What follows belongs to an exercise in optimizing a design on an open flow for small area; a production flow would make more cautious choices.
In this exercise RTL edits were held to simulation tests only and were not proved equivalent to the original.
Power and IR drop assume default switching activity.

==> flow/design.v <==
module dancechoreography(
	input        clock,
	input        reset,        
	output [3:0] enablecount
);
	reg  [7:0]  j;         
	reg         first;     
	reg         stepd;     
	reg  [14:0] up;        
	wire [511:0] tab_a = {
		64'b1100000000000000000000000000000000000000000000000000000000000000,
		64'b0000000000000000000000000000000000000000001100001010100010100011,
		64'b1011111100110101000011001010010110100001011000101010010001010010,
		64'b0111100101010111010111100010011011110011011011011000110110001101,
		64'b0000100100100011001000000011100100001011100000101010100100000101,
		64'b0100010110011111110110111000001001000111100001011010000100010111,
		64'b0010100000111001111010101011101001010011001111011011001111000110,
		64'b1100011011000000110000011001000100001001110000001101010000010101};
	wire [255:0] tab_b = {
		64'b0000000000000000000000000000000000000000000000000000000010011101,
		64'b1100010000011001010000110101101100101111010101111100110100000110,
		64'b1010001111100100111000000000010100111010001101011001000011111010,
		64'b1001001110000101000000110011001000011100001111001101100010110011};
	wire [1:0] a = tab_a[{j, 1'b0} +: 2];
	wire [1:0] bp = tab_b[{j[6:0], 1'b0} +: 2];
	wire [1:0] b = first ? bp : a;
	reg [14:0] target;     
	always @(*) begin
		case (b)
			2'd0: target = 15'h0a71;
			2'd1: target = 15'h0650;
			2'd2: target = 15'h4ec9;
			default: target = 15'h4bd8;
		endcase
	end
	wire pulse = (up == target);
	assign enablecount = 4'b0001 << a;
	always @(posedge clock) begin
		up <= (reset | pulse) ? 15'd0 : {up[13:0], ~(up[14] ^ up[12] ^ up[6] ^ up[2])};
		if (reset) begin
			j <= 8'd255;
			first <= 1'b0;
			stepd <= 1'b0;
		end else begin
			stepd <= pulse;
			if (stepd) begin
				j <= (j == 8'd202) ? 8'd0 : j + 8'd1;
				first <= (j == 8'd255) | (first & (j != 8'd99));
			end
		end
	end
endmodule
module FSM(
	input            clock,
	input            resetn,
	input      [3:0] enablecount,
	input      [7:0] score,
	output     [7:0] wir_x,
	output     [7:0] wir_y,
	output     [2:0] colour,
	output reg       plot,
	output     [3:0] pressEnable
);
	reg [5:0] state;
	reg [6:0] cnt;
	wire       colst = ~state[5];
	wire       waitst = state[5] & ~state[4];
	wire       glyst = state[5] & state[4];
	wire [1:0] ss = state[1:0];
	wire       lastwait = waitst & (state[3:0] == 4'd8);
	reg [6:0] term;
	always @(*) begin
		if (colst)
			term = (ss == 2'd0) ? 7'd5 : (ss == 2'd1) ? 7'd18 : 7'd0;
		else if (waitst)
			term = lastwait ? 7'd18 : 7'd101;
		else
			term = (ss == 2'd0 || (state[2] && ss == 2'd3)) ? 7'd5 :
			       (ss == 2'd1) ? 7'd101 : 7'd0;
	end
	reg [5:0] nstate;
	always @(*) begin
		if (colst) begin
			if (state[4:0] == 5'b01101)           
				nstate = 6'b100000;
			else if (state[4:0] == 5'b11111)      
				nstate = 6'b110000;
			else if (ss == 2'd2 && state[4:0] != 5'b11110)
				nstate = {1'b0, state[4:2] + 3'd1, 2'd0};
			else
				nstate = state + 6'd1;
		end else if (waitst)
			nstate = lastwait ? 6'b001110 : state + 6'd1;
		else
			nstate = (state[2] && ss == 2'd3) ? 6'd0 : state + 6'd1;
	end
	always @(posedge clock) begin
		if (~resetn) begin
			state <= 6'd0;
			cnt <= 7'd0;
		end else if (cnt == term) begin
			cnt <= 7'd0;
			state <= nstate;
		end else
			cnt <= cnt + 7'd1;
	end
	reg [2:0] dc;
	reg [6:0] yc [0:3];
	wire [3:0] idle, falling;
	genvar g;
	generate for (g = 0; g < 4; g = g + 1) begin : col
		assign idle[g] = (yc[g] == 7'd19);
		assign falling[g] = ~idle[g];
		assign pressEnable[g] = (yc[g] >= 7'd77);
		always @(posedge clock) begin
			if (~resetn)
				yc[g] <= 7'd19;
			else if (idle[g]) begin
				if (enablecount[g])
					yc[g] <= 7'd20;
			end else if (colst && state[4:0] == 5'b11110)
				yc[g] <= (yc[g] == 7'd90) ? 7'd19 : yc[g] + 7'd1;
		end
	end endgenerate
	wire [1:0] cc = state[3:2];
	always @(posedge clock) begin
		if (~resetn) begin
			plot <= 1'b0;
			dc <= 3'd0;
		end else if (colst) begin
			case (ss)
				2'd0: begin plot <= 1'b0; dc <= {1'b1, cc}; end
				2'd1: if (falling[cc]) plot <= 1'b1;
				default: begin
					dc <= 3'd0;
					if (state[4:0] == 5'b11110) plot <= 1'b0;
				end
			endcase
		end else if (glyst) begin
			case (ss)
				2'd0: begin plot <= 1'b0; dc <= {2'b01, state[2]}; end
				2'd1: plot <= 1'b1;
				2'd2: begin plot <= 1'b0; dc <= 3'd0; end
				default: if (state[2]) begin plot <= 1'b0; dc <= 3'd4; end
			endcase
		end
	end
	wire colmode = dc[2];
	wire glymode = ~dc[2] & dc[1];
	reg [2:0] countx, county;
	reg [1:0] counter;
	reg       go, done, black2;
	reg [3:0] digit;
	wire [3:0] scoresel = dc[0] ? score[7:4] : score[3:0];
	wire [3:0] dsel = go ? scoresel : digit;
	wire [1023:0] font = {
		64'b0000000000000000000000000000000100000001000111110000000100011111,
		64'b0000000000000000000000000001111100000001000111110000000100011111,
		64'b0000000000000000000000000000111000010001000111110001000000010000,
		64'b0000000000000000000000000001111000000001000000010000000100011110,
		64'b0000000000000000000000000000111000010001000111110000000100000001,
		64'b0000000000000000000000000001000100010001000111110001000100001110,
		64'b0000000000000000000000000001000000010000000111110001000100011111,
		64'b0000000000000000000000000001111100010001000111110001000100011111,
		64'b0000000000000000000000000001000000010000000100000001000000011111,
		64'b0000000000000000000000000001111100010001000111110000000100011111,
		64'b0000000000000000000000000001111100010000000111110000000100011111,
		64'b0000000000000000000000000001000000010000000111110001000100010001,
		64'b0000000000000000000000000001111100010000000111110001000000011111,
		64'b0000000000000000000000000001111100000001000111110001000000011111,
		64'b0000000000000000000000000000010000000100000001000000010000000100,
		64'b0000000000000000000000000000111000010001000100010001000100001110};
	wire pix = ~done & font[{dsel, county, countx}];
	always @(posedge clock) begin
		if (~resetn || dc == 3'd0) begin
			countx <= 3'd0;
			county <= 3'd0;
			go <= 1'b1;
			counter <= 2'd0;
			done <= 1'b0;
			if (~resetn)
				black2 <= 1'b0;
		end else if (plot) begin
			if (colmode) begin
				if (countx == 3'd3) begin
					if (county != 3'd3) begin
						countx <= 3'd0;
						county <= county + 3'd1;
					end
				end else
					countx <= countx + 3'd1;
			end else if (glymode) begin
				go <= 1'b0;
				if (go)
					digit <= scoresel;
				if (counter != 2'd2) begin
					counter <= counter + 2'd1;
					black2 <= ~pix;
				end else begin
					counter <= 2'd0;
					if (countx == 3'd4) begin
						if (county == 3'd4)
							done <= 1'b1;
						else begin
							countx <= 3'd0;
							county <= county + 3'd1;
						end
					end else
						countx <= countx + 3'd1;
				end
			end
		end
	end
	wire [1:0] pc = cc - {1'b0, colst && ss == 2'd0};
	wire [1:0] xc = waitst ? 2'd3 : pc;
	reg  [7:0] xb;
	reg  [6:0] yb;
	always @(*) begin
		if (glyst) begin
			xb = state[2] ? 8'd103 : 8'd110;
			yb = 7'd30;
		end else begin
			xb = (xc == 2'd0) ? 8'd20 : (xc == 2'd1) ? 8'd40 : (xc == 2'd2) ? 8'd60 : 8'd80;
			yb = yc[xc];
		end
	end
	wire blk = colst & state[4] & ~(ss == 2'd0 && cc == 2'd0);
	assign wir_x = xb + {5'd0, countx};
	assign wir_y = {1'b0, yb} + {5'd0, county};
	assign colour = (colmode ? blk : black2) ? 3'b000 : 3'b111;
endmodule
module reactwin(
	input        clk,
	input        reset,
	input        enable,
	input        press,
	output       hit,
	output reg   digit
);
	localparam [15:0] C50000 = 16'h813e;
	localparam [15:0] C5000  = 16'h5b4d;
	localparam [15:0] C0     = 16'h813f;
	reg        s;
	reg [15:0] c;
	wire       top = (c[15:1] == C0[15:1]);
	wire       zero = top & c[0];
	wire       full = top & ~c[0];
	wire       load = reset | ~s | zero | press;
	wire       selz = ~reset & (s ^ zero);
	assign hit = s & ~zero & press;
	always @(posedge clk) begin
		c <= load ? {C0[15:1], selz} : {c[14:0], c[15] ^ c[14] ^ c[12] ^ c[3]};
		if (reset) begin
			s <= 1'b0;
			digit <= 1'b0;
		end else if (s) begin
			if (zero | press)
				s <= 1'b0;
			if (~zero) begin
				if (press)
					digit <= 1'b0;
				else if (full)
					digit <= 1'b1;
				else if (c == C5000)
					digit <= 1'b0;
			end
		end else
			s <= enable;
	end
endmodule
module reactiontime(
	input        clk,
	input        reset,
	input        resetscore,
	input  [3:0] enable,
	input  [3:0] press,
	output [3:0] digit,
	output reg [7:0] overallScore
);
	wire [3:0] hit;
	reactwin w0(clk, reset, enable[0], press[0], hit[0], digit[0]);
	reactwin w1(clk, reset, enable[1], press[1], hit[1], digit[1]);
	reactwin w2(clk, reset, enable[2], press[2], hit[2], digit[2]);
	reactwin w3(clk, reset, enable[3], press[3], hit[3], digit[3]);
	reg        enablescore;
	reg [12:0] cbi;
	wire       inc = enablescore & (cbi == 13'h026e);
	always @(posedge clk) begin
		cbi <= (reset | ~enablescore | inc) ? 13'd0 : {cbi[11:0], ~(cbi[12] ^ cbi[0])};
		if (reset) begin
			enablescore <= 1'b0;
			overallScore <= 8'd0;
		end else begin
			if (|hit)
				enablescore <= 1'b1;
			else if (inc)
				enablescore <= 1'b0;
			if (inc)
				overallScore <= overallScore + 8'd1;
			else if (resetscore)
				overallScore <= 8'd0;
		end
	end
endmodule
module hex_decoder(
	input  [3:0] hex_digit,
	output [6:0] segments
);
	wire [15:0] seg6 = 16'b0001000010000011;
	wire [15:0] seg5 = 16'b0010000010001110;
	wire [15:0] seg4 = 16'b0000001010111010;
	wire [15:0] seg3 = 16'b1000011010010010;
	wire [15:0] seg2 = 16'b1101000000000100;
	wire [15:0] seg1 = 16'b1101100001100000;
	wire [15:0] seg0 = 16'b0010100000010010;
	assign segments = {seg6[hex_digit], seg5[hex_digit], seg4[hex_digit], seg3[hex_digit],
	                   seg2[hex_digit], seg1[hex_digit], seg0[hex_digit]};
endmodule
module ddr_core (
	input        clk,
	input        resetn,       
	input        resetscore,   
	input  [3:0] key_n,        
	input  [3:0] pad_n,        
	output [7:0] x,
	output [7:0] y,
	output [2:0] colour,
	output       plot,
	output [6:0] hex0,
	output [6:0] hex1,
	output [6:0] hex2,
	output [6:0] hex3,
	output [6:0] hex4,
	output [6:0] hex5
);
	wire [3:0] enableCount;
	wire [3:0] pressEnable;
	wire [7:0] scoring;
	wire [3:0] digit;
	dancechoreography d0(clk, ~resetn, enableCount);
	FSM simulatechoreography(clk, resetn, enableCount, scoring, x, y, colour, plot, pressEnable);
	reactiontime test(clk, ~resetn, resetscore, pressEnable, ~key_n | ~pad_n, digit, scoring);
	hex_decoder hex0_dec(scoring[3:0], hex0);
	hex_decoder hex1_dec(scoring[7:4], hex1);
	assign hex2 = {1'b1, {3{digit[0]}}, 2'b00, digit[0]};
	assign hex3 = {1'b1, {3{digit[1]}}, 2'b00, digit[1]};
	assign hex4 = {1'b1, {3{digit[2]}}, 2'b00, digit[2]};
	assign hex5 = {1'b1, {3{digit[3]}}, 2'b00, digit[3]};
endmodule
==> flow/run.sh <==
#!/bin/bash
# synth_recipe.tcl (not shown) runs the flow's synth.tcl, then flattens the netlist and writes it again
# the make line also repeats each setting of config.mk as NAME=value (left out here)
make -C /OpenROAD-flow-scripts/flow DESIGN_CONFIG=/design/flow/config.mk WORK_HOME=/design/flow/orfs CLKGATE_MAP_FILE= SYNTH_SCRIPT=/design/flow/synth_recipe.tcl finish
==> flow/config.mk <==
export PLATFORM = sky130hd
export DESIGN_NAME = ddr_core
export DESIGN_NICKNAME = ddr_core
export VERILOG_FILES = /design/flow/design.v
export SDC_FILE = /design/flow/constraint.sdc
export NUM_CORES = 4
export LEC_CHECK = 0
export CAP_MARGIN = 20
export CORE_MARGIN = 2
export CORE_UTILIZATION = 45
export CTS_BUF_LIST = sky130_fd_sc_hd__clkbuf_8
export PLACE_DENSITY = 0.6
export SLEW_MARGIN = 20
==> flow/constraint.sdc <==
create_clock -name core_clock -period 10.0 [get_ports {clk}]
set_input_delay 2.0000 -clock core_clock [delete_from_list [all_inputs] [get_ports {clk}]]
set_output_delay 2.0000 -clock core_clock [all_outputs]
set_load 0.01 [all_outputs]
==> impl_metrics.yaml, run 1 <==
layout:
  n_antenna_cell: 0
  post-route-util_pct: 50.1
  drive_gt1_share_pct: 5.69
  fillCellCount: 2402
  final_nets: 1471
  area_delta_synth_final_pct: 8.82
synth:
  synthXorXnorAreaFrac_pct: 3.04
  synth.top_cell.area_share_pct: 31.0
  ys_types: 88
  syn-cell-area_mm2: 0.0112
  async_flop_share_pct: 0
  synth_top_area_cell: "dfxtp_1"
  synth_warnings: 5
  synth-simple-area-share_pct: 25.5
  synth_area_leaders: "dfxtp_1, ha_1, nor2_1, nand2_1, o21ai_0"
  synth-edff-count: 5
  syn_inst: 1369
  synth-compound-area-share_pct: 19.3
  synth_mux_area_share_pct: 3.12
  synth_top_family_by_area: "simple AND/OR/NAND/NOR gates"
  syn_area_per_cell_um2: 8.21
  synthAdderAreaFrac_pct: 9.49
  ys_ff_latch: 179
  synth-main-ff-cell: "dfxtp_1"
  seq_area_frac_synth_pct: 32.3
detailed_routing:
  routed_wirelength_um: 27000
  vias: 9838
  wire_per_inst_um: 15.8
  drtPass1Iterations: 6
  vias_per_cell: 5.74
  drc_errors: 0
  ant_nets: 0
  drt_iter0_drc: 948
placed_design:
  numPortBuffers: 59
  gp_congestion: 0.898
  hpwlAfterDp_um: 19000
setup_path:
  rr_worst_depth: 17
  critPathArrivalTime_ns: 4.71
  crit_path_start_kind: "register"
  crit_fanout: 10
  crit_path_end: "y[6]"
  r2r_slack_ns: 4.57
  r2r-start: "d0.j[1]$_SDFFE_PN1P_"
  cp-end-kind: "output port"
  cp.required_ns: 8.00
  crit_type: "reg -> out"
  r2r_end: "d0.up[0]$_SDFF_PP0_"
  startpoint: "simulatechoreography.state[0]$_SDFFE_PN0P_"
floorplan:
  start_util_pct: 46.1
  ios: 73
  rows: 57
  dieArea_mm2: 0.0262
  die_y_um: 162
  core_area_mm2: 0.0244
  die_x_um: 162
sta:
  setup_viol: 0
  min_period_over_period_pct: 67.1
  worst_slew_pin_slew_ns: 0.934
  max_freq_mhz: 149
  hold_viol_final: 0
  period_needed_ns: 6.71
  max_slew_margin_pct: 37.7
  rsz0062_at_grt: "no"
  finalSetupTns_ns: 0
  finClkSkew_ns: 0.0209
  drv_slew: 0
hold_path:
  hp-class: "reg -> reg"
  hold_path_depth: 1
grt:
  grt_pass1_vias: 9074
  grt_pass1_wl_um: 44700
  overflow: 0
  grt_use_total_pct: 20.7
  grt_max_degree: 60
  antenna_found_initial: 0
clock_network:
  cts.sinks: 179
  clk_latency_ns: 0.47
  cts_tree: "yes"
  cts.path.max_buffers: 2
  cts_buffers: 17
  cts_setup_buffers: 0
  cts-hold-fix-buffers: 0
  h-tree-depth: 4
  clk_root_buffer_cell: "clkbuf_8"
  post_cts_resized: 0
  clk_pin_slew_worst_paths_ns: 0.10
power:
  peakVddDrop_uv: 165
  p_leak_nw: 4.86
  p_per_area_mw_per_mm2: 137
status:
  status: "finished clean"
job:
  cap_violations: 0
==> synth_stat cells, drive strengths merged (25+ instances only) <==
cell	n
a211oi	27
a21oi	62
and2	63
buf	51
clkbuf	39
dfxtp	174
ha	82
inv	80
nand2	110
nand2b	29
nand3	46
nand4	25
nor2	119
nor3	38
o21ai	79
or3	29
xnor2	25
==> sequential cells by signal (all words and copies together) (netlist names), 2 cells and up <==
name,cells
d0.j,8
d0.up,15
simulatechoreography.cnt,7
simulatechoreography.counter,2
simulatechoreography.countx,3
simulatechoreography.county,3
simulatechoreography.dc,3
simulatechoreography.digit,4
simulatechoreography.state,6
simulatechoreography.yc,28
test.cbi,13
test.overallScore,8
test.w0.c,16
test.w1.c,16
test.w2.c,16
test.w3.c,16
==> worst max-delay path, cell delays in order, from the launching register on <==
cell	delay, ns
dfxtp_1	0.45
inv_1	0.12
ha_1	0.33
inv_1	0.14
nor2_1	0.06
ha_1	0.24
xnor2_1	0.13
nand2_1	0.13
inv_1	0.12
ha_1	0.28
a222oi_1	0.13
nor2_1	0.11
a21oi_1	0.05
nor2_1	0.14
ha_1	0.19
inv_1	0.06
fa_1	0.39
inv_1	0.07
a21oi_1	0.07
nor4b_1	0.31
xor2_1	0.18
clkdlybuf4s50_1	0.55
==> cells by family after synthesis <==
group	after synthesis
AOI/OAI and AO/OA	315
xor gates and xnor gates	39
adders and majority gates	84
buffers and inverters	172
DFF	179
muxes	28
other	2
and+or+nand+nor	550
==> per-stage QoR <==
stage	power, mW	instance area (um^2)	instances	setup WS (ns)	hold slack, ns
detailed placement	1.20	11800	1681	3.82	0.427
global placement	1.20	11800	1681	3.94	0.414
global route	1.78	12200	1713	2.92	0.466
CTS	1.70	12200	1713	3.28	0.443
finish	1.68	12200	1713	3.29	0.443
floorplan	1.05	11300	1380	4.64	0.406
==> area by class of cell <==
| class | count | area [um^2] | share of cell area [%] |
|---|---|---|---|
| inverters | 82 | 310 | 2.54 |
| flip-flops and latches | 179 | 3630 | 29.7 |
| repair buffers | 67 | 646 | 5.28 |
| well taps | 324 | 405 | 3.32 |
| clock inverters | 15 | 154 | 1.26 |
| multi-input cells | 1029 | 6840 | 56.0 |
| clock buffers | 17 | 234 | 1.91 |
==> metal layers <==
| metal | routed length (um) | track usage (%) | up-vias |
|---|---|---|---|
| met4 | 590 | 7.04 | 0 |
| met1 | 13200 | 29.4 | 4597 |
| met3 | 1240 | 3.27 | 46 |
| met5 | 0 | 0 | - |
| met2 | 11900 | 31.8 | 303 |
| li1 | - | - | 4892 |
==> placed cells by master, fill, tap and decap left out, types with 7 or more instances in the layout <==
cell	count
nand3_1	46
ha_1	82
nor3b_1	9
a222oi_1	7
clkbuf_8	17
xnor2_1	25
o211ai_1	10
conb_1	13
dfxtp_1	173
nand4_1	25
or3_1	29
nor2_1	119
o31ai_1	10
nand2b_1	29
xor2_1	14
or2_2	7
a211oi_1	26
and3_1	16
mux2i_1	20
a21oi_1	61
clkdlybuf4s50_1	58
o21ai_0	79
and2_1	63
nand4b_1	8
a31oi_1	18
buf_4	8
a2111oi_0	7
nor2b_1	19
a32o_1	8
nand2_1	110
inv_1	78
nor3_1	38
o221ai_1	9
==> report_power, final <==
part	switching (mW)	leakage, nW	internal (mW)
sequential	0.0329	1.45	0.733
combinational	0.225	3.20	0.196
clock	0.302	0.202	0.188
total	0.559	4.86	1.12
==> worst min path at each step <==
stage	end	start	slack, ns
floorplan	test.w0.c[8]$_SDFF_PN1_	test.w0.c[7]$_SDFF_PN0_	0.41
global placement	test.w0.c[8]$_SDFF_PN1_	test.w0.c[7]$_SDFF_PN0_	0.41
CTS	test.w0.c[8]$_SDFF_PN1_	test.w0.c[7]$_SDFF_PN0_	0.44
finish	test.w0.c[8]$_SDFF_PN1_	test.w0.c[7]$_SDFF_PN0_	0.44
detailed placement	test.w0.c[8]$_SDFF_PN1_	test.w0.c[7]$_SDFF_PN0_	0.43
global route	d0.up[6]$_SDFF_PP0_	d0.up[5]$_SDFF_PP0_	0.47
==> run 2, diff against run 1 <==
--- a/flow/config.mk
+++ b/flow/config.mk
@@ -8,6 +8,5 @@
 export CAP_MARGIN = 20
 export CORE_MARGIN = 2
 export CORE_UTILIZATION = 45
-export CTS_BUF_LIST = sky130_fd_sc_hd__clkbuf_8
 export PLACE_DENSITY = 0.6
 export SLEW_MARGIN = 20
==> run 2 against run 1 <==
  * Clock power is 34% higher
  * Non-clock buffer count stayed put
  * Fmax is 0.41% higher
  * First-iteration DRC count is 1.2% higher
  * Die area stayed put
  * Combinational power hardly changed
  * Area after synthesis stayed put
  * Worst setup slack better by 0.027 ns
  * Final cell count stayed put
  * Sequential power hardly changed
  * Via count is 0.29% higher
  * Largest cell class unchanged
==> impl_metrics.yaml, run 2 <==
placed_design:
  gp_congestion: 0.898
  placed_area_mm2: 0.0118
  dp.cells: 1681
  hpwlAfterDp_um: 19000
  post-place-ws_ns: 3.82
  numPortBuffers: 59
setup_path:
  cp.required_ns: 8.00
  crit_type: "reg -> out"
  cp-end-kind: "output port"
  critPathArrivalTime_ns: 4.68
  crit_fanout: 10
  crit_path_start_kind: "register"
sta:
  worst_slew_pin_slew_ns: 0.920
  rsz0062_at_grt: "no"
  max_freq_mhz: 150
  finClkSkew_ns: 0.0126
  hold_viol_final: 0
  min_period_over_period_pct: 66.8
  finalSetupTns_ns: 0
  setup_viol: 0
  max_slew_margin_pct: 38.5
  drv_slew: 0
  fin_ws_ns: 3.32
  period_needed_ns: 6.68
  hold-worst-slack_ns: 0.437
status:
  status: "finished clean"
power:
  p_int_mw: 1.26
  p_sw_share_pct: 31.6
  clock_power_share_pct: 35.6
  p_switching_mw: 0.583
  p_seq_share_pct: 41.5
  peakVddDrop_uv: 167
  p_leak_nw: 4.94
  p_per_area_mw_per_mm2: 149
  p_comb_share_pct: 22.9
detailed_routing:
  wire_per_inst_um: 15.8
  vias_per_cell: 5.76
  drt_iter0_drc: 959
  ant_nets: 0
  vias: 9867
  drc_errors: 0
  drtPass1Iterations: 5
  routed_wirelength_um: 27000
synth:
  syn_inst: 1369
  synth_common_cells: "dfxtp_1, nor2_1, nand2_1"
  synth-edff-count: 5
  seq_area_frac_synth_pct: 32.3
  synth_area_leaders: "dfxtp_1, ha_1, nor2_1, nand2_1, o21ai_0"
  async_flop_share_pct: 0
  synth.top_cell.area_share_pct: 31.0
  syn_area_per_cell_um2: 8.21
  ys_ff_latch: 179
  synth.most_common_cell: "dfxtp_1"
  synth_top_area_cell: "dfxtp_1"
  syn-cell-area_mm2: 0.0112
  ys_types: 88
  synth-main-ff-cell: "dfxtp_1"
  synth_warnings: 5
grt:
  grt_pass1_vias: 9095
  grt_pass1_wl_um: 44800
  grt_use_total_pct: 20.7
  grt_max_degree: 60
  overflow: 0
  antenna_found_initial: 0
clock_network:
  clk_root_buffer_cell: "clkbuf_16"
  clk_pin_slew_worst_paths_ns: 0.07
  cts.path.max_buffers: 2
  cts_tree: "yes"
  cts_setup_buffers: 0
  post_cts_resized: 0
  cts.sinks: 179
  cts-hold-fix-buffers: 0
  h-tree-depth: 4
  clk_latency_ns: 0.44
  cts_buffers: 17
layout:
  n_antenna_cell: 0
  largest-register: "simulatechoreography.yc"
  area_delta_synth_final_pct: 10.5
  layout_common_cells: "dfxtp_1, nor2_1, nand2_1"
  fillCellCount: 2383
  fin_cells: 1713
  final_area_mm2: 0.0124
  final_nets: 1471
  largest_reg_flops: 28
  drive_gt1_share_pct: 5.69
  layout_commonest_cell: "dfxtp_1"
hold_path:
  hp-class: "reg -> reg"
floorplan:
  ios: 73
  die_y_um: 162
  die_x_um: 162
  start_util_pct: 46.1
  core_area_mm2: 0.0244
  rows: 57
  dieArea_mm2: 0.0262
job:
  cap_violations: 0
## run 2: critical path, stage by stage (launching register included)
cell and delay [ns]:
dfxtp_1 0.43, inv_1 0.12, ha_1 0.32, inv_1 0.14
nor2_1 0.06, ha_1 0.24, xnor2_1 0.13, nand2_1 0.13
inv_1 0.12, ha_1 0.29, a222oi_1 0.13, nor2_1 0.11
a21oi_1 0.05, nor2_1 0.14, ha_1 0.19, inv_1 0.06
fa_1 0.39, inv_1 0.07, a21oi_1 0.07, nor4b_1 0.31
xor2_1 0.18, clkdlybuf4s50_1 0.55
## run 2: layout make-up
| class | instances | area [um^2] | area share [%] |
|---|---|---|---|
| tap | 324 | 405 | 3.26 |
| clock buffer | 18 | 429 | 3.46 |
| inverter | 82 | 310 | 2.50 |
| timing repair buffer | 67 | 646 | 5.20 |
| clock inverter | 14 | 150 | 1.21 |
| sequential | 179 | 3630 | 29.3 |
| multi-input combinational | 1029 | 6840 | 55.1 |
## run 2: metrics by stage
stage / power (mW) / utilization, %
4_1_cts: 1.87 / 50.9
5_1_grt: 1.95 / 50.9
2_1_floorplan: 1.05 / -
3_5_place_dp: 1.20 / 48.5
3_3_place_gp: 1.20 / 48.5
6_report: 1.85 / 50.9
## run 2: cells by family (layout without fill, tap and decap cells)
family                   Yosys count  in the layout  share of synthesized area [%]
buffers and inverters            172            181                           7.13
AND/OR/NAND/NOR                  550            550                           25.5
adder cells (fa/ha/maj)           84             84                           9.49
multiplexers                      28             28                           3.12
XOR/XNOR                          39             39                           3.04
flip-flops                       179            179                           32.3
AO/OA/AOI/OAI                    315            315                           19.3
other                              2             13                         0.0668
## run 2: final timing paths
| check | cells after the start | to | slack [ns] | start |
|---|---|---|---|---|
| min | 1 | test.w0.c[8]$_SDFF_PN1_ | 0.44 | test.w0.c[7]$_SDFF_PN0_ |
| max | 21 | y[6] | 3.32 | simulatechoreography.state[0]$_SDFFE_PN0P_ |
| min reg2reg | 1 | test.w0.c[8]$_SDFF_PN1_ | 0.44 | test.w0.c[7]$_SDFF_PN0_ |
| max reg2reg | 17 | d0.up[0]$_SDFF_PP0_ | 4.60 | d0.j[1]$_SDFFE_PN1P_ |
## run 2: layer usage
metal | up-vias | global-route usage (%) | wire, um
met1 | 4627 | 29.5 | 12900
li1 | 4894 | - | -
met3 | 46 | 3.09 | 1440
met4 | 0 | 7.72 | 605
met5 | - | 0 | 0
met2 | 300 | 31.8 | 12000
## run 2: power groups by stage
stage          sequential (mW)  clock [mW]  combinational, mW
6_report                 0.766       0.658              0.424
3_5_place_dp             0.782           0              0.419
3_3_place_gp             0.782           0              0.417
5_1_grt                  0.769       0.715              0.467
2_1_floorplan            0.768           0              0.281
4_1_cts                  0.765       0.677              0.425
==> run 3, diff against run 2 <==
--- a/flow/design.v
+++ b/flow/design.v
@@ -62,21 +62,22 @@
 	output     [3:0] pressEnable
 );
 	reg [5:0] state;
-	reg [6:0] cnt;
+	reg [6:0] cnt;         
 	wire       colst = ~state[5];
 	wire       waitst = state[5] & ~state[4];
 	wire       glyst = state[5] & state[4];
 	wire [1:0] ss = state[1:0];
 	wire       lastwait = waitst & (state[3:0] == 4'd8);
+	localparam [6:0] T6 = 7'h1f, T19 = 7'h4f, T102 = 7'h2d;
 	reg [6:0] term;
 	always @(*) begin
 		if (colst)
-			term = (ss == 2'd0) ? 7'd5 : (ss == 2'd1) ? 7'd18 : 7'd0;
+			term = (ss == 2'd0) ? T6 : (ss == 2'd1) ? T19 : 7'd0;
 		else if (waitst)
-			term = lastwait ? 7'd18 : 7'd101;
+			term = lastwait ? T19 : T102;
 		else
-			term = (ss == 2'd0 || (state[2] && ss == 2'd3)) ? 7'd5 :
-			       (ss == 2'd1) ? 7'd101 : 7'd0;
+			term = (ss == 2'd0 || (state[2] && ss == 2'd3)) ? T6 :
+			       (ss == 2'd1) ? T102 : 7'd0;
 	end
 	reg [5:0] nstate;
 	always @(*) begin
@@ -102,24 +103,23 @@
 			cnt <= 7'd0;
 			state <= nstate;
 		end else
-			cnt <= cnt + 7'd1;
+			cnt <= {cnt[5:0], ~(cnt[6] ^ cnt[5])};
 	end
 	reg [2:0] dc;
-	reg [6:0] yc [0:3];
+	reg [27:0] ycs;        
+	wire [6:0] yc [0:3];
 	wire [3:0] idle, falling;
 	genvar g;
 	generate for (g = 0; g < 4; g = g + 1) begin : col
+		assign yc[g] = ycs[7*g +: 7];
 		assign idle[g] = (yc[g] == 7'd19);
 		assign falling[g] = ~idle[g];
 		assign pressEnable[g] = (yc[g] >= 7'd77);
 		always @(posedge clock) begin
 			if (~resetn)
-				yc[g] <= 7'd19;
-			else if (idle[g]) begin
-				if (enablecount[g])
-					yc[g] <= 7'd20;
-			end else if (colst && state[4:0] == 5'b11110)
-				yc[g] <= (yc[g] == 7'd90) ? 7'd19 : yc[g] + 7'd1;
+				ycs[7*g +: 7] <= 7'd19;
+			else if (idle[g] ? enablecount[g] : (colst && state[4:0] == 5'b11110))
+				ycs[7*g +: 7] <= (yc[g] == 7'd90) ? 7'd19 : yc[g] + 7'd1;
 		end
 	end endgenerate
 	wire [1:0] cc = state[3:2];
@@ -149,33 +149,25 @@
 	wire glymode = ~dc[2] & dc[1];
 	reg [2:0] countx, county;
 	reg [1:0] counter;
-	reg       go, done, black2;
+	reg       done, black2;
+	wire      go = (counter == 2'd0) & (countx == 3'd0) & (county == 3'd0);
 	reg [3:0] digit;
 	wire [3:0] scoresel = dc[0] ? score[7:4] : score[3:0];
 	wire [3:0] dsel = go ? scoresel : digit;
-	wire [1023:0] font = {
-		64'b0000000000000000000000000000000100000001000111110000000100011111,
-		64'b0000000000000000000000000001111100000001000111110000000100011111,
-		64'b0000000000000000000000000000111000010001000111110001000000010000,
-		64'b0000000000000000000000000001111000000001000000010000000100011110,
-		64'b0000000000000000000000000000111000010001000111110000000100000001,
-		64'b0000000000000000000000000001000100010001000111110001000100001110,
-		64'b0000000000000000000000000001000000010000000111110001000100011111,
-		64'b0000000000000000000000000001111100010001000111110001000100011111,
-		64'b0000000000000000000000000001000000010000000100000001000000011111,
-		64'b0000000000000000000000000001111100010001000111110000000100011111,
-		64'b0000000000000000000000000001111100010000000111110000000100011111,
-		64'b0000000000000000000000000001000000010000000111110001000100010001,
-		64'b0000000000000000000000000001111100010000000111110001000000011111,
-		64'b0000000000000000000000000001111100000001000111110001000000011111,
-		64'b0000000000000000000000000000010000000100000001000000010000000100,
-		64'b0000000000000000000000000000111000010001000100010001000100001110};
-	wire pix = ~done & font[{dsel, county, countx}];
+	wire [383:0] rowcode = {
+		64'b1001001001001001101001101101101101101001101001100100100100101011,
+		64'b1000000001101101101110010010001101001001001010111010010010110110,
+		64'b1101101110101010000000000000000110101110110110110110101110101110,
+		64'b0000000000000000000001101101101101101011101001101101101101100001,
+		64'b1010011000000000000000011010110111011011011000011000011011011011,
+		64'b0110100110000110001001001001001001001001010010010010101101101010};
+	wire [2:0]  prow = rowcode[{dsel, county}*3 +: 3];
+	wire [63:0] pattern = 64'b1111000011111111111100010000000111111110000011100000010011110000;
+	wire pix = ~done & pattern[{prow, countx}];
 	always @(posedge clock) begin
 		if (~resetn || dc == 3'd0) begin
 			countx <= 3'd0;
 			county <= 3'd0;
-			go <= 1'b1;
 			counter <= 2'd0;
 			done <= 1'b0;
 			if (~resetn)
@@ -190,7 +182,6 @@
 				end else
 					countx <= countx + 3'd1;
 			end else if (glymode) begin
-				go <= 1'b0;
 				if (go)
 					digit <= scoresel;
 				if (counter != 2'd2) begin
@@ -237,19 +228,18 @@
 	output       hit,
 	output reg   digit
 );
-	localparam [15:0] C50000 = 16'h813e;
-	localparam [15:0] C5000  = 16'h5b4d;
-	localparam [15:0] C0     = 16'h813f;
+	localparam [15:0] C50000 = 16'h1cbd;
+	localparam [15:0] C5000  = 16'hd4bd;
+	localparam [15:0] C0     = 16'h1c9d;
 	reg        s;
 	reg [15:0] c;
-	wire       top = (c[15:1] == C0[15:1]);
-	wire       zero = top & c[0];
-	wire       full = top & ~c[0];
+	wire       zero = (c == C0);
+	wire       full = (c == C50000);
 	wire       load = reset | ~s | zero | press;
 	wire       selz = ~reset & (s ^ zero);
 	assign hit = s & ~zero & press;
 	always @(posedge clk) begin
-		c <= load ? {C0[15:1], selz} : {c[14:0], c[15] ^ c[14] ^ c[12] ^ c[3]};
+		c <= load ? {C0[15:6], ~selz, C0[4:0]} : {c[14:0], c[15] ^ c[10] ^ c[8] ^ c[6]};
 		if (reset) begin
 			s <= 1'b0;
 			digit <= 1'b0;
==> flow/flow/run.sh (new file) <==
#!/bin/bash
# Own layout flow: the standard flow (standard.sh) with two changes.
#  1. After the standard synthesis, the combinational logic of its netlist is
#     optimised again (flow/reopt.sh: ABC &deepsyn, then area mapping to the
#     sky130hd cells). The flip-flops, their cell types and names are kept.
#  2. The port buffers that global placement inserts use the smallest buffer
#     cell.
# Each tool's output goes to its own log in this folder (ORFS's per-step logs
# are under orfs/logs/).
set -euo pipefail
R=orfs/results/${FLOW_PLATFORM:-sky130hd}/ddr_core/base
export BUFFER_PORTS_ARGS="-buffer_cell sky130_fd_sc_hd__buf_1"
bash standard.sh synth > synth.log 2>&1
cp $R/1_2_yosys.v 1_2_yosys.standard.v
bash flow/reopt.sh 1_2_yosys.standard.v $R/1_2_yosys.v reopt.log reopt_tmp
rm -f $R/1_synth.odb $R/1_synth.sdc
bash standard.sh > standard.log 2>&1
==> flow/flow/cellmodels.py (new file) <==
#!/usr/bin/env python3
"""cellmodels.py LIB NETLIST > models.v
Writes a Verilog model (assign from the Liberty function) for every
combinational sky130 cell type used in NETLIST, under the cell's own name.
Sequential cells (those with an ff/latch group) get no model."""
import re, sys
lib = open(sys.argv[1]).read()
net = open(sys.argv[2]).read()
used = sorted(set(re.findall(r'^\s*(sky130_fd_sc_hd__\w+)\s', net, re.M)))
def block(text, start):
    j = text.index('{', start); depth = 0; k = j
    while True:
        if text[k] == '{': depth += 1
        elif text[k] == '}':
            depth -= 1
            if depth == 0: return text[j:k]
        k += 1
def conv(f):
    f = f.strip().replace('!', '~').replace('+', '|').replace('*', '&')
    f = re.sub(r'(\w|\))\s+(?=[\w~(])', r'\1 & ', f)
    return f if f not in ('0', '1') else "1'b" + f
out = []
for c in used:
    body = block(lib, lib.index('cell ("%s")' % c))
    if re.search(r'\b(ff|latch|statetable)\s*\(', body):
        continue
    ins, outs = [], []
    for m in re.finditer(r'\bpin\s*\(\s*"?(\w+)"?\s*\)\s*\{', body):
        blk = block(body, m.end() - 1)
        d = re.search(r'direction\s*:\s*"?(\w+)"?', blk).group(1)
        f = re.search(r'\bfunction\s*:\s*"([^"]*)"', blk)
        (ins if d == 'input' else outs).append((m.group(1), f.group(1) if f else None))
    ports = ', '.join(['input ' + p for p, _ in ins] + ['output ' + p for p, _ in outs])
    out.append('module %s(%s);' % (c, ports))
    for p, f in outs:
        out.append('\tassign %s = %s;' % (p, conv(f)))
    out.append('endmodule')
print('\n'.join(out))
==> flow/flow/reopt.abc (new file) <==
strash
&get -n
&deepsyn -T 60
&put
dch -f
amap
topo
==> flow/flow/reopt.sh (new file) <==
#!/bin/bash
# reopt.sh IN.v OUT.v LOG TMPDIR : re-optimises the combinational logic of the
# standard synthesis netlist IN.v (flip-flops and their names untouched) and
# maps it again to the sky130hd cells, avoiding the platform's don't-use cells.
set -euo pipefail
IN=$1; OUT=$2; LOG=$3; TMP=$4
HERE=$(dirname "$(readlink -f "$0")")
PLAT=${FLOW_HOME:-/OpenROAD-flow-scripts/flow}/platforms/sky130hd
LIB=$PLAT/lib/sky130_fd_sc_hd__tt_025C_1v80.lib
YOSYS=$(command -v yosys || echo ${FLOW_HOME:-/OpenROAD-flow-scripts/flow}/../tools/install/yosys/bin/yosys)
mkdir -p "$TMP"
python3 "$HERE/cellmodels.py" "$LIB" "$IN" > "$TMP/models.v"
DONT=$(sed -n '/^export DONT_USE_CELLS/,/^$/p' "$PLAT/config.mk" | grep -oE 'sky130_fd_sc_hd__\w+' | sed 's/^/-dont_use /' | tr '\n' ' ')
cp "$HERE/reopt.abc" "$TMP/reopt.abc"
cat > "$TMP/reopt.ys" <<EOY
read_liberty -lib $LIB
read_verilog -overwrite $TMP/models.v
read_verilog $IN
hierarchy -top ddr_core
flatten
techmap
opt -fast -purge
opt_clean -purge
abc -script $TMP/reopt.abc -liberty $LIB $DONT
opt_clean -purge
hilomap -singleton -hicell sky130_fd_sc_hd__conb_1 HI -locell sky130_fd_sc_hd__conb_1 LO
insbuf -buf sky130_fd_sc_hd__buf_4 A X
splitnets
opt_clean -purge
rename -enumerate -pattern rn%
tee -o $TMP/stat.txt stat -liberty $LIB
write_verilog -noattr -nohex -nodec $OUT
EOY
"$YOSYS" -s "$TMP/reopt.ys" > "$LOG" 2>&1
==> flow/standard.sh (new file) <==
#!/bin/bash
# synth_recipe.tcl (not shown) runs the flow's synth.tcl, then flattens the netlist and writes it again
# the make line also repeats each setting of config.mk as NAME=value (left out here)
make -C /OpenROAD-flow-scripts/flow DESIGN_CONFIG=/design/flow/config.mk WORK_HOME=/design/flow/orfs CLKGATE_MAP_FILE= SYNTH_SCRIPT=/design/flow/synth_recipe.tcl "${@:-finish}"
--- a/flow/config.mk
+++ b/flow/config.mk
@@ -5,8 +5,10 @@
 export SDC_FILE = /design/flow/constraint.sdc
 export NUM_CORES = 4
 export LEC_CHECK = 0
+export ABC_AREA = 1
 export CAP_MARGIN = 20
 export CORE_MARGIN = 2
 export CORE_UTILIZATION = 45
+export CTS_BUF_LIST = sky130_fd_sc_hd__clkbuf_8
 export PLACE_DENSITY = 0.6
 export SLEW_MARGIN = 20
removed: flow/run.sh
==> run 3 against run 2 <==
  * Global-route usage grew 0.77 points
  * Still clean
  * Sequential cell count shrank 1
  * Synthesized cell count shrank 14%
  * Final cell count shrank 14%
  * Total power shrank 25%
  * Largest power group unchanged
  * Fmax grew 4.9%
  * Clock power shrank 22%
  * Utilization shrank 1.0 points
==> impl_metrics.yaml, run 3 <==
sta:
  hold-worst-slack_ns: 0.422
  max_slew_margin_pct: 22.2
  finalSetupTns_ns: 0
  drv_slew: 0
  period_needed_ns: 6.36
  min_period_over_period_pct: 63.6
  setup_viol: 0
  worst_slew_pin_slew_ns: 1.14
  hold_viol_final: 0
  finClkSkew_ns: 0.0149
  max_freq_mhz: 157
  rsz0062_at_grt: "no"
setup_path:
  crit_path_start_kind: "register"
  crit_type: "reg -> out"
  cp.required_ns: 8.00
  critPathArrivalTime_ns: 4.36
  r2r_slack_ns: 4.84
  cp-end-kind: "output port"
  crit_fanout: 6
detailed_routing:
  drc_errors: 0
  vias_per_cell: 5.48
  routed_wirelength_um: 21200
  vias: 8094
  drt_iter0_drc: 536
  wire_per_inst_um: 14.4
  ant_nets: 0
  drtPass1Iterations: 5
synth:
  syn_area_per_cell_um2: 7.37
  syn-cell-area_mm2: 0.00865
  synth_warnings: 4
  syn_inst: 1173
floorplan:
  core_area_mm2: 0.0188
  die_x_um: 143
  dieArea_mm2: 0.0203
  ios: 73
  rows: 50
  die_y_um: 143
  start_util_pct: 46.1
clock_network:
  cts.path.max_buffers: 2
  cts_tree: "yes"
  post_cts_resized: 0
  clk_pin_slew_worst_paths_ns: 0.10
  h-tree-depth: 4
  cts.sinks: 178
  cts_buffers: 17
  cts_setup_buffers: 0
  clk_root_buffer_cell: "clkbuf_8"
  clk_latency_ns: 0.45
  cts-hold-fix-buffers: 0
layout:
  layout_common_cells: "nor2_1, dfxtp_1, clkinv_1"
  largest-register: "simulatechoreography.ycs"
  n_antenna_cell: 0
  layout_commonest_cell: "nor2_1"
  largest_reg_flops: 28
  fin_cells: 1476
  fillCellCount: 1852
  area_delta_synth_final_pct: 8.34
  final_nets: 1240
  drive_gt1_share_pct: 2.90
grt:
  grt_pass1_wl_um: 35400
  antenna_found_initial: 0
  grt_use_total_pct: 21.5
  grt_pass1_vias: 7313
  grt_max_degree: 48
  overflow: 0
power:
  p_per_area_mw_per_mm2: 148
  p_leak_nw: 3.30
  peakVddDrop_uv: 80.6
  p_total_mw: 1.39
job:
  cap_violations: 0
placed_design:
  numPortBuffers: 59
  dp.cells: 1444
  hpwlAfterDp_um: 16100
  gp_congestion: 0.929
status:
  status: "finished clean"
hold_path:
  hp-class: "reg -> reg"
## run 3: power by group
group / total (mW) / internal [mW] / switching (mW)
Combinational: 0.134 / 0.0470 / 0.0875
Sequential: 0.741 / 0.727 / 0.0141
Clock: 0.513 / 0.239 / 0.274
## run 3: final cells by class
cell class	count	area, um^2	area share [%]
clock buffers	18	248	2.64
clock inverters	14	164	1.75
inverters	158	593	6.33
multi-input cells	811	4200	44.9
flip-flops and latches	178	3610	38.6
well taps	234	293	3.13
repair buffers	63	253	2.70
## run 3: path summary, 6_finish.rpt
kind | startpoint | end | cells past startpoint
setup / recovery | simulatechoreography.state[1]$_SDFFE_PN0P_ | y[6] | 20
hold / removal | test.w1.c[12]$_SDFF_PN1_ | test.w1.c[13]$_SDFF_PN0_ | 2
hold reg to reg | test.w1.c[12]$_SDFF_PN1_ | test.w1.c[13]$_SDFF_PN0_ | 2
setup reg to reg | d0.j[0]$_SDFFE_PN1P_ | d0.up[6]$_SDFF_PP0_ | 14
## run 3: per-layer routing
layer / routed length (um) / vias to the layer above / track usage [%]
li1: - / 4175 / -
met3: 1060 / 41 / 4.43
met5: 0 / - / 0
met4: 517 / 0 / 8.34
met1: 10200 / 3608 / 29.7
met2: 9430 / 270 / 33.1
## run 3: worst max-delay path, stage by stage, from the launching register on
cell and delay (ns):
dfxtp_1 0.36, nor2_1 0.30, clkinv_1 0.14, o22ai_1 0.25, or2_0 0.21, nor2_1 0.13, clkinv_1 0.13, o22ai_1 0.08
a2111oi_0 0.67, nor2_1 0.09, a21oi_1 0.18, nand2_1 0.09, o21ai_0 0.12, nand2_1 0.10, o21ai_0 0.18, nand2_1 0.15
nor2_1 0.21, and2_0 0.19, nor2_1 0.06, nor2_1 0.12, buf_1 0.16
## run 3: metrics by stage
stage / utilization (%) / instance area (um^2) / worst slack [ns]
5_1_grt: 49.9 / 9370 / 2.93
2_1_floorplan: - / 8690 / 4.88
3_3_place_gp: 47.7 / 8950 / 4.30
4_1_cts: 49.9 / 9370 / 3.62
3_5_place_dp: 47.7 / 8950 / 4.16
6_report: 49.9 / 9370 / 3.64
==> run 4, diff against run 3 <==
==> flow/flow/reopt.abc (replaced) <==
strash
&get -n
&deepsyn -T 60 -S @SEED@
&put
dch -f
amap
topo
strash
dch -f
amap
topo
==> flow/flow/reopt.sh (replaced) <==
#!/bin/bash
# reopt.sh IN.v OUT.v LOG TMPDIR : re-optimises the combinational logic of the
# standard synthesis netlist IN.v (flip-flops, their cell types and names
# untouched) and maps it again to the sky130hd cells, avoiding the platform's
# don't-use cells. Four ABC runs with different &deepsyn seeds go in parallel;
# the netlist with the smallest cell area is kept.
set -euo pipefail
IN=$1; OUT=$2; LOG=$3; TMP=$4
HERE=$(dirname "$(readlink -f "$0")")
PLAT=${FLOW_HOME:-/OpenROAD-flow-scripts/flow}/platforms/sky130hd
LIB=$PLAT/lib/sky130_fd_sc_hd__tt_025C_1v80.lib
YOSYS=$(command -v yosys || echo ${FLOW_HOME:-/OpenROAD-flow-scripts/flow}/../tools/install/yosys/bin/yosys)
mkdir -p "$TMP"
python3 "$HERE/cellmodels.py" "$LIB" "$IN" > "$TMP/models.v"
DONT=$(sed -n '/^export DONT_USE_CELLS/,/^$/p' "$PLAT/config.mk" | grep -oE 'sky130_fd_sc_hd__\w+' | sed 's/^/-dont_use /' | tr '\n' ' ')
for S in 1 2 3 4; do
  sed "s/@SEED@/$S/" "$HERE/reopt.abc" > "$TMP/reopt$S.abc"
  cat > "$TMP/reopt$S.ys" <<EOY
read_liberty -lib $LIB
read_verilog -overwrite $TMP/models.v
read_verilog $IN
hierarchy -top ddr_core
flatten
techmap
opt -fast -purge
abc -script $TMP/reopt$S.abc -liberty $LIB $DONT
opt_clean -purge
hilomap -singleton -hicell sky130_fd_sc_hd__conb_1 HI -locell sky130_fd_sc_hd__conb_1 LO
insbuf -buf sky130_fd_sc_hd__buf_4 A X
splitnets
opt_clean -purge
rename -enumerate -pattern rn%
tee -o $TMP/stat$S.txt stat -liberty $LIB
write_verilog -noattr -nohex -nodec $TMP/out$S.v
EOY
  "$YOSYS" -s "$TMP/reopt$S.ys" > "$TMP/reopt$S.log" 2>&1 &
done
wait
best=$(for S in 1 2 3 4; do echo "$(grep 'Chip area' "$TMP/stat$S.txt" | awk '{print $NF}') $S"; done | sort -g | head -1 | awk '{print $2}')
{ for S in 1 2 3 4; do echo "seed $S: $(grep 'Chip area' "$TMP/stat$S.txt")"; done; echo "kept seed $best"; cat "$TMP/reopt$best.log"; } > "$LOG"
cp "$TMP/out$best.v" "$OUT"
==> run 4 against run 3 <==
  * Sequential power is 2% lower
  * Utilization down 0.10 points
  * Total power is 6.2% lower
  * Largest power group unchanged
==> impl_metrics.yaml, run 4 <==
floorplan:
  ios: 73
  die_x_um: 142
  dieArea_mm2: 0.0202
  die_y_um: 142
  core_area_mm2: 0.0187
  start_util_pct: 45.9
  rows: 50
clock_network:
  clk_latency_ns: 0.46
  clk_pin_slew_worst_paths_ns: 0.10
  cts_tree: "yes"
  cts.path.max_buffers: 2
  cts.sinks: 178
  h-tree-depth: 4
  cts_setup_buffers: 0
  clk_root_buffer_cell: "clkbuf_8"
  post_cts_resized: 0
  cts_buffers: 17
  cts-hold-fix-buffers: 0
hold_path:
  hold_path_depth: 2
  hp-class: "reg -> reg"
detailed_routing:
  wire_per_inst_um: 14.5
  drtPass1Iterations: 8
  vias: 8152
  drc_errors: 0
  routed_wirelength_um: 21500
  drt_iter0_drc: 735
  vias_per_cell: 5.50
  ant_nets: 0
placed_design:
  hpwlAfterDp_um: 15900
  numPortBuffers: 59
  dp.cells: 1450
  gp_congestion: 0.983
  placed_area_mm2: 0.00890
setup_path:
  cp-end-kind: "output port"
  crit_path_start_kind: "register"
  critPathArrivalTime_ns: 3.94
  crit_type: "reg -> out"
  crit_fanout: 7
  cp.required_ns: 8.00
  rr_worst_depth: 22
layout:
  final_nets: 1247
  drive_gt1_share_pct: 2.80
  area_delta_synth_final_pct: 8.45
  fin_cells: 1483
  layout_common_cells: "nor2_1, dfxtp_1, clkinv_1"
  final_area_mm2: 0.00932
  largest-register: "simulatechoreography.ycs"
  layout_commonest_cell: "nor2_1"
  largest_reg_flops: 28
  n_antenna_cell: 0
synth:
  syn-cell-area_mm2: 0.00859
  synth_warnings: 4
  syn_area_per_cell_um2: 7.29
  syn_inst: 1179
power:
  p_int_mw: 0.953
  p_comb_share_pct: 5.6
  p_switching_mw: 0.349
  p_sw_share_pct: 26.8
  peakVddDrop_uv: 127
  p_seq_share_pct: 55.8
  p_total_mw: 1.30
  p_leak_nw: 3.36
  clock_power_share_pct: 38.6
  p_per_area_mw_per_mm2: 140
sta:
  rsz0062_at_grt: "no"
  hold_viol_final: 0
  max_freq_mhz: 168
  min_period_over_period_pct: 59.4
  setup_viol: 0
  drv_slew: 0
  hold-worst-slack_ns: 0.416
  max_slew_margin_pct: 23.3
  finClkSkew_ns: 0.0113
  worst_slew_pin_slew_ns: 1.14
  period_needed_ns: 5.94
  finalSetupTns_ns: 0
grt:
  antenna_found_initial: 0
  overflow: 0
  grt_max_degree: 41
  grt_use_total_pct: 22.3
  grt_pass1_wl_um: 36200
  grt_pass1_vias: 7435
job:
  cap_violations: 0
status:
  status: "finished clean"
## run 4: metrics by stage
step	utilization, %	worst slack [ns]
2_1_floorplan	-	5.05
3_5_place_dp	47.6	4.58
3_3_place_gp	47.6	4.73
5_1_grt	49.8	3.34
6_report	49.8	4.06
4_1_cts	49.7	4.04
## run 4: power by group through the flow
stage / Clock (mW) / Combinational, mW / Sequential [mW]
3_3_place_gp: 0 / 0.0730 / 0.743
3_5_place_dp: 0 / 0.0729 / 0.743
6_report: 0.502 / 0.0733 / 0.726
5_1_grt: 0.551 / 0.0837 / 0.728
4_1_cts: 0.519 / 0.0734 / 0.726
2_1_floorplan: 0 / 0.0563 / 0.741
## run 4: final timing paths
path	start	slack, ns	end
min	test.w0.c[12]$_SDFF_PN1_	0.42	test.w0.c[13]$_SDFF_PN0_
min reg2reg	test.w0.c[12]$_SDFF_PN1_	0.42	test.w0.c[13]$_SDFF_PN0_
max reg2reg	simulatechoreography.county[2]$_SDFFE_PP0P_	5.01	simulatechoreography.black2$_SDFFCE_PP0P_
max	simulatechoreography.state[1]$_SDFFE_PN0P_	4.06	y[6]
## run 4: per-layer routing
| metal | vias up | GRT usage, % | share of wire, % |
|---|---|---|---|
| met5 | - | 0 | 0 |
| met4 | 0 | 6.79 | 2.2 |
| met3 | 42 | 4.88 | 5.6 |
| met2 | 266 | 35.7 | 45 |
| met1 | 3658 | 30.1 | 47 |
| li1 | 4186 | - | - |
## run 4: cell type report
type                    count  area [um^2]
fillers                  1884         9390
multi-input cells         811         4130
flip-flops and latches    178         3610
inverters                 165          619
well taps                 234          293
repair buffers             63          258
clock buffers              17          234
clock inverters            15          170
## run 4: worst max-delay path: stages (launching register included)
cell,delay [ns]
dfxtp_1,0.44
clkinv_1,0.18
nand3_1,0.14
nor2_1,0.06
o21ai_0,0.41
clkinv_1,0.29
a221oi_1,0.34
o221ai_1,0.17
nand2_1,0.11
o21ai_0,0.12
o21ai_0,0.24
nand2_1,0.10
nand2_1,0.10
nand2_1,0.09
nor2_1,0.19
nand2_1,0.12
o21a_1,0.16
nor2_1,0.08
buf_1,0.15
==> run 5, diff against run 4 <==
--- a/flow/flow/run.sh
+++ b/flow/flow/run.sh
@@ -5,11 +5,14 @@
 #     sky130hd cells). The flip-flops, their cell types and names are kept.
 #  2. The port buffers that global placement inserts use the smallest buffer
 #     cell.
+#  3. Clock tree synthesis (same options as the standard flow with the
+#     CTS_BUF_LIST of config.mk) inserts no dummy loads to balance the tree.
 # Each tool's output goes to its own log in this folder (ORFS's per-step logs
 # are under orfs/logs/).
 set -euo pipefail
 R=orfs/results/${FLOW_PLATFORM:-sky130hd}/ddr_core/base
 export BUFFER_PORTS_ARGS="-buffer_cell sky130_fd_sc_hd__buf_1"
+export CTS_ARGS="-sink_clustering_enable -repair_clock_nets -buf_list sky130_fd_sc_hd__clkbuf_8 -dont_use_dummy_load"
 bash standard.sh synth > synth.log 2>&1
 cp $R/1_2_yosys.v 1_2_yosys.standard.v
 bash flow/reopt.sh 1_2_yosys.standard.v $R/1_2_yosys.v reopt.log reopt_tmp
==> run 5 against run 4 <==
  * First-iteration DRC count down 5.9%
  * Global-route usage down 0.80 points
  * Clock power down 27%
  * Still clean on timing, DRC and antenna
  * Wire length down 0.55%
  * Critical path type unchanged
  * Via count up 0.29%
==> impl_metrics.yaml, run 5 <==
status:
  status: "finished clean"
power:
  p_per_area_mw_per_mm2: 127
  p_leak_nw: 3.18
  peakVddDrop_uv: 93.6
  p_total_mw: 1.17
clock_network:
  clk_root_buffer_cell: "clkbuf_8"
  cts.path.max_buffers: 2
  h-tree-depth: 4
  cts.sinks: 178
  cts-hold-fix-buffers: 0
  clk_latency_ns: 0.47
  post_cts_resized: 0
  clk_pin_slew_worst_paths_ns: 0.09
  cts_tree: "yes"
  cts_setup_buffers: 0
  cts_buffers: 17
sta:
  min_period_over_period_pct: 65.5
  max_freq_mhz: 153
  rsz0062_at_grt: "no"
  max_slew_margin_pct: 32.5
  drv_slew: 0
  fin_ws_ns: 3.45
  finClkSkew_ns: 0.0461
  period_needed_ns: 6.55
  setup_viol: 0
  hold-worst-slack_ns: 0.390
  worst_slew_pin_slew_ns: 1.01
  hold_viol_final: 0
  finalSetupTns_ns: 0
setup_path:
  crit_type: "reg -> out"
  startpoint: "simulatechoreography.state[3]$_SDFFE_PN0P_"
  cp.required_ns: 8.00
  crit_fanout: 13
  crit_path_end: "y[6]"
  r2r-start: "d0.j[0]$_SDFFE_PN1P_"
  crit_path_start_kind: "register"
  critPathArrivalTime_ns: 4.55
  cp-end-kind: "output port"
  r2r_slack_ns: 5.27
  r2r_end: "simulatechoreography.ycs[6]$_SDFFE_PN0P_"
  rr_worst_depth: 15
placed_design:
  hpwlAfterDp_um: 16000
  post-place-ws_ns: 3.93
  dp.cells: 1442
  gp_congestion: 0.991
  placed_area_mm2: 0.00895
  numPortBuffers: 59
floorplan:
  die_y_um: 142
  die_x_um: 142
  dieArea_mm2: 0.0203
  rows: 50
  start_util_pct: 45.9
  ios: 73
  core_area_mm2: 0.0188
synth:
  syn-cell-area_mm2: 0.00862
  syn_area_per_cell_um2: 7.38
  syn_inst: 1169
  synth_warnings: 4
layout:
  largest_reg_flops: 28
  fin_cells: 1459
  n_antenna_cell: 0
  drive_gt1_share_pct: 1.80
  fillCellCount: 1886
  largest-register: "simulatechoreography.ycs"
  final_area_mm2: 0.00919
  area_delta_synth_final_pct: 6.54
  layout_common_cells: "nor2_1, dfxtp_1, clkinv_1"
  layout_commonest_cell: "nor2_1"
  final_nets: 1238
  post-route-util_pct: 48.9
detailed_routing:
  drtPass1Iterations: 5
  routed_wirelength_um: 21400
  ant_nets: 0
  vias_per_cell: 5.60
  wire_per_inst_um: 14.7
  vias: 8176
  drt_iter0_drc: 692
  drc_errors: 0
hold_path:
  hp-class: "reg -> reg"
grt:
  grt_use_total_pct: 21.5
  antenna_found_initial: 0
  grt_pass1_wl_um: 34900
  grt_max_degree: 45
  overflow: 0
  grt_pass1_vias: 7123
job:
  cap_violations: 0
-- run 5: layout make-up --
cell class                 count  area (um^2)  share of cell area (%)
clock buffer                  17          234                    2.55
inverter                     171          642                    6.99
multi-input combinational    797         4160                    45.3
sequential                   178         3610                    39.3
tap                          234          293                    3.19
timing repair buffer          62          245                    2.67
-- run 5: power by group --
| group | internal, mW | total, mW | leakage (nW) | switching, mW |
|---|---|---|---|---|
| clock | 0.150 | 0.366 | 0.122 | 0.215 |
| combinational | 0.0259 | 0.0775 | 1.61 | 0.0516 |
| sequential | 0.720 | 0.728 | 1.45 | 0.00824 |
-- run 5: worst min path at each step --
| stage | from | to | depth (start not counted) |
|---|---|---|---|
| after floorplan | test.cbi[9]$_SDFF_PP0_ | test.cbi[10]$_SDFF_PP0_ | 2 |
| after CTS | test.cbi[7]$_SDFF_PP0_ | test.cbi[8]$_SDFF_PP0_ | 2 |
| after detailed placement | test.w1.c[12]$_SDFF_PN1_ | test.w1.c[13]$_SDFF_PN0_ | 2 |
| after global placement | test.w1.c[12]$_SDFF_PN1_ | test.w1.c[13]$_SDFF_PN0_ | 2 |
| final | test.cbi[7]$_SDFF_PP0_ | test.cbi[8]$_SDFF_PP0_ | 2 |
| after global routing | test.cbi[7]$_SDFF_PP0_ | test.cbi[8]$_SDFF_PP0_ | 2 |
-- run 5: critical path, stage by stage, from the launching register on --
cell and delay [ns]:
dfxtp_1 0.57, nand2_1 0.18, o21ai_0 0.76, nor2_1 0.31, clkinv_1 0.16, o22ai_1 0.08
a2111oi_0 0.59, nor2_1 0.08, a21oi_1 0.17, nand2_1 0.09, o21ai_0 0.11, nand2_1 0.11
nand2_1 0.10, nand2_1 0.14, nor2_1 0.21, nand2_1 0.12, o21a_1 0.14, nor2_1 0.08
buf_1 0.15
-- run 5: layer usage --
metal,up-vias,part of all wire [%],GRT usage [%]
met3,42,7.0,4.91
li1,4168,-,-
met1,3649,50,31.9
met2,317,41,30.5
met4,0,2.0,7.14
met5,-,0,0

## what the ideal ports hide
Ports are ideal in the flow. The routed layouts listed here were re-timed in OpenROAD.
Step 1, drivers: a clkbuf_16 drives clk and a buf_2 each remaining input, both assumed.
Step 2 moves the port delays by t, midway between the first and last clock arrival at a register: inputs arrive t later, outputs are due t later. That takes back most of the time a late clock gives input paths.
Slacks: no drivers / after step 1 / after step 2; pairs: no drivers / after step 1.
run	t (ns)	slack for setup (ns)	hold WS [ns]	worst register clock-pin slew, ns	cell pins on the clock port's net
run 1	0.506	3.295 / 3.253 / 3.759	0.443 / 0.443 / 0.443	0.12 / 0.12	1
run 2	0.481	3.322 / 3.275 / 3.756	0.437 / 0.437 / 0.437	0.08 / 0.08	1
run 3	0.485	3.637 / 3.597 / 4.082	0.422 / 0.422 / 0.422	0.10 / 0.10	1
run 4	0.496	4.062 / 4.019 / 4.516	0.416 / 0.416 / 0.416	0.11 / 0.11	1
run 5	0.485	3.445 / 3.404 / 3.888	0.390 / 0.390 / 0.390	0.11 / 0.11	1
After both steps every run listed still meets setup and hold.
